Source: an optimization exercise on an open RTL-to-GDS flow (aim: small area). Production flows keep margins and buffers that such runs may drop. Function was checked by simulation only, so behaviour that the tests miss may differ from the original. The clock port is modelled as an ideal driver, which makes a skipped or thinned clock tree look cheaper than it is; a real chip needs a root buffer or a tree.

## north
==> module stopwatch, before the edit <==
module stopwatch (
    input clk,
    input pb_rst,
    input pb_pause,
    input sw_select,
    input sw_mode,
    output [6:0] seven_seg,
    output [3:0] anode_count,
    output [1:0] Led
);
  wire rst = pb_rst;
  reg [3:0] q;
  reg [9:0] b;
  reg par;
  reg [2:0] k;
  wire slot_end = ~q[2] & ~q[1] & ~q[0];
  wire [10:0] b_inc = {1'b0, b} + {10'd0, slot_end};
  wire tick = b_inc[10];
  wire [3:0] k_inc = {1'b0, k} + {3'd0, tick};
  wire k_wrap = k_inc[3];
  always @(posedge clk) begin
    if (rst) begin
      q <= 4'b0111;
      b <= 10'd1023;
      par <= 1'b0;
      k <= 3'd3;
    end else begin
      q <= {~q[2:0], q[3] ^ (q[2] & ~q[0])};
      b <= b_inc[9:0] | {5'd0, tick, tick, 3'd0};
      par <= par ^ tick;
      k <= k_inc[2:0] | {1'b0, k_wrap, k_wrap};
    end
  end
  wire clk10 = par ^ tick;
  reg [16:0] p;
  reg pause;
  wire p_x = (p == 17'h05555);
  always @(posedge clk) begin
    if (rst | ~pb_pause) p <= 17'h155d4;
    else p <= {~p[15:0], (p[16] ^ p[13]) | p_x};
    if (rst) pause <= 1'b0;
    else if (p_x) pause <= ~pause;
  end
  reg [3:0] s1;
  reg [2:0] s10;
  reg [3:0] m1;
  reg [2:0] m10;
  wire upd = tick & ~pause & ~k[2] & (~par | sw_mode);
  wire selmin = sw_mode & sw_select;
  wire s1_9 = s1[3] & s1[0];
  wire s_max = s1_9 & s10[2] & s10[0];
  wire m1_9 = m1[3] & m1[0];
  wire m_max = m1_9 & m10[2] & m10[0];
  wire m_63 = m10[2] & m10[1] & m1[1] & m1[0];
  wire s_inc = upd & ~selmin;
  wire m_inc = upd & (selmin | s_max);
  always @(posedge clk) begin
    if (rst) begin
      s1 <= 4'd0;
      s10 <= 3'd0;
      m1 <= 4'd0;
      m10 <= 3'd0;
    end else begin
      if (s_inc) begin
        if (s1_9) begin
          s1 <= 4'd0;
          s10 <= (s10[2] & s10[0]) ? 3'd0 : s10 + 3'd1;
        end else s1 <= s1 + 4'd1;
      end
      if (m_inc) begin
        if ((m_max & s_max) | m_63) begin
          m1 <= 4'd0;
          m10 <= 3'd0;
        end else if (m1_9) begin
          m1 <= 4'd0;
          m10 <= m10 + 3'd1;
        end else m1 <= m1 + 4'd1;
      end
    end
  end
  reg [3:0] dig;
  always @(*) begin
    case (b[1:0])
      2'd3: dig = {1'b0, m10};
      2'd0: dig = m1;
      2'd1: dig = {1'b0, s10};
      default: dig = s1;
    endcase
  end
  reg [6:0] seg;
  always @(*) begin
    case (dig)
      4'd0: seg = 7'b0000001;
      4'd1: seg = 7'b1001111;
      4'd2: seg = 7'b0010010;
      4'd3: seg = 7'b0000110;
      4'd4: seg = 7'b1001100;
      4'd5: seg = 7'b0100100;
      4'd6: seg = 7'b0100000;
      4'd7: seg = 7'b0001111;
      4'd8: seg = 7'b0000000;
      4'd9: seg = 7'b0000100;
      default: seg = 7'b1111111;
    endcase
  end
  wire show_min = b[1] ~^ b[0];
  wire blank = clk10 & sw_mode & ~pause & ~(sw_select ^ show_min);
  assign seven_seg = seg | {7{blank}};
  assign anode_count = {b[1:0] != 2'd3, b[1:0] != 2'd0, b[1:0] != 2'd1, b[1:0] != 2'd2};
  assign Led = {pause, rst};
endmodule
clock: 10.0 ns
lec_check: 0
cap_margin: 20
core_margin: 2
core_utilization: 40
slew_margin: 20
standard.sh (not shown) runs the stock make flow with config.mk's settings and CLKGATE_MAP_FILE= SYNTH_SCRIPT=/design/flow/synth_recipe.tcl, a recipe that flattens the netlist after the stock synthesis.
==> flow/flow/run.sh <==
#!/bin/bash
# Own layout flow: the standard ORFS flow, with
#  - synthesis mapped by an area-oriented abc script (flow/abc.script) and no
#    half/full-adder extraction; everything else in synth_recipe.tcl unchanged
#  - small buffers on the ports
#  - a clock tree of one buffer (flow/pre_cts.tcl)
set -euo pipefail
W=$PWD
cat > $W/my_synth.tcl <<EOS
proc abc {args} {
  set i [lsearch -exact \$args -script]
  if {\$i >= 0} { set args [lreplace \$args [expr {\$i + 1}] [expr {\$i + 1}] $W/flow/abc.script] }
  yosys abc {*}\$args
}
source $W/synth_recipe.tcl
EOS
export FLOW_CLK_BUF=sky130_fd_sc_hd__clkbuf_8
export FLOW_CLK_K=3
bash standard.sh SYNTH_SCRIPT=$W/my_synth.tcl ADDER_MAP_FILE= \
  "BUFFER_PORTS_ARGS=-buffer_cell sky130_fd_sc_hd__buf_1" \
  PRE_CTS_TCL=$W/flow/pre_cts.tcl \
  finish > $W/standard.log 2>&1
Other scripts of this flow, unchanged in this note and not shown: flow/flow/abc.script, flow/flow/pre_cts.tcl
Inputs modified between north and south:
diff --git a/flow/design.v b/flow/design.v
--- a/flow/design.v
+++ b/flow/design.v
@@ -11,27 +11,26 @@
   wire rst = pb_rst;
   reg [3:0] q;
   reg [9:0] b;
-  reg par;
-  reg [2:0] k;
+  reg [3:0] d;
   wire slot_end = ~q[2] & ~q[1] & ~q[0];
   wire [10:0] b_inc = {1'b0, b} + {10'd0, slot_end};
   wire tick = b_inc[10];
-  wire [3:0] k_inc = {1'b0, k} + {3'd0, tick};
-  wire k_wrap = k_inc[3];
+  wire [4:0] d_inc = {1'b0, d} + {4'd0, tick};
+  wire d_wrap = d_inc[4];
   always @(posedge clk) begin
     if (rst) begin
       q <= 4'b0111;
       b <= 10'd1023;
-      par <= 1'b0;
-      k <= 3'd3;
+      d <= 4'd6;
     end else begin
       q <= {~q[2:0], q[3] ^ (q[2] & ~q[0])};
       b <= b_inc[9:0] | {5'd0, tick, tick, 3'd0};
-      par <= par ^ tick;
-      k <= k_inc[2:0] | {1'b0, k_wrap, k_wrap};
+      d <= d_inc[3:0] | {1'b0, d_wrap, d_wrap, 1'b0};
     end
   end
-  wire clk10 = par ^ tick;
+  wire clk10 = d[0] ^ tick;
+  wire d_first  = ~d[3] & ~d[0];
+  wire d_second = ~d[2] & d[1] & d[0];
   reg [16:0] p;
   reg pause;
   wire p_x = (p == 17'h05555);
@@ -45,7 +44,7 @@
   reg [2:0] s10;
   reg [3:0] m1;
   reg [2:0] m10;
-  wire upd = tick & ~pause & ~k[2] & (~par | sw_mode);
+  wire upd = tick & ~pause & (d_first | (sw_mode & d_second));
   wire selmin = sw_mode & sw_select;
   wire s1_9 = s1[3] & s1[0];
   wire s_max = s1_9 & s10[2] & s10[0];
==> run summary <==
- [compare] base=north new=south: transition time of the tightest slew-check pin shows an increase of 0.063 ns, net total in the final layout up 3, area growth from synthesis to final layout comparable.
- Most utilized layer in the global route result = met2: north; most utilized layer in the global route result = met1: south
- Changes observed in south relative to north: via count +about 3%, multi-input gate count rose 1.9%, floorplan die width increased by 0.52 um relative to the old numbers, cell area after layout went up by about 1.4%, first-pass GRT wire length decreased by 2.0% relative to the old numbers.
No run of this note takes its clock network from TritonCTS; it comes from the design's own scripts or RTL.

-- what the ideal ports hide --
The flow's constraints put no driver on any port. The routed layouts listed below were extracted and timed again, unchanged, in two steps.
Step 1: set_driving_cell puts a clkbuf_16 on clk and a buf_2 on each other input, an assumption about the parent block.
Step 2, shift: input delay + t, output delay - t, t = (earliest + latest rising clock arrival at the registers) / 2. This alone moves slack from input paths to output paths.
Three values: ideal ports, drivers, drivers and shift; two values: the first two.
| run | t, ns | setup WS [ns] | worst hold slack (ns) | worst setup path at the end | worst slew at a driven data input, ns |
|---|---|---|---|---|---|
| north | 0.192 | 4.580 / 4.538 / 4.552 | 0.371 / 0.371 / 0.371 | input to output | 0.04 |
| south | 0.205 | 4.468 / 4.420 / 4.625 | 0.375 / 0.375 / 0.375 | register to output | 0.03 |
After both steps every run listed still meets setup and hold. The setup slack of north, which loses most, moves by -0.042 ns with the drivers and by -0.028 ns with both steps.
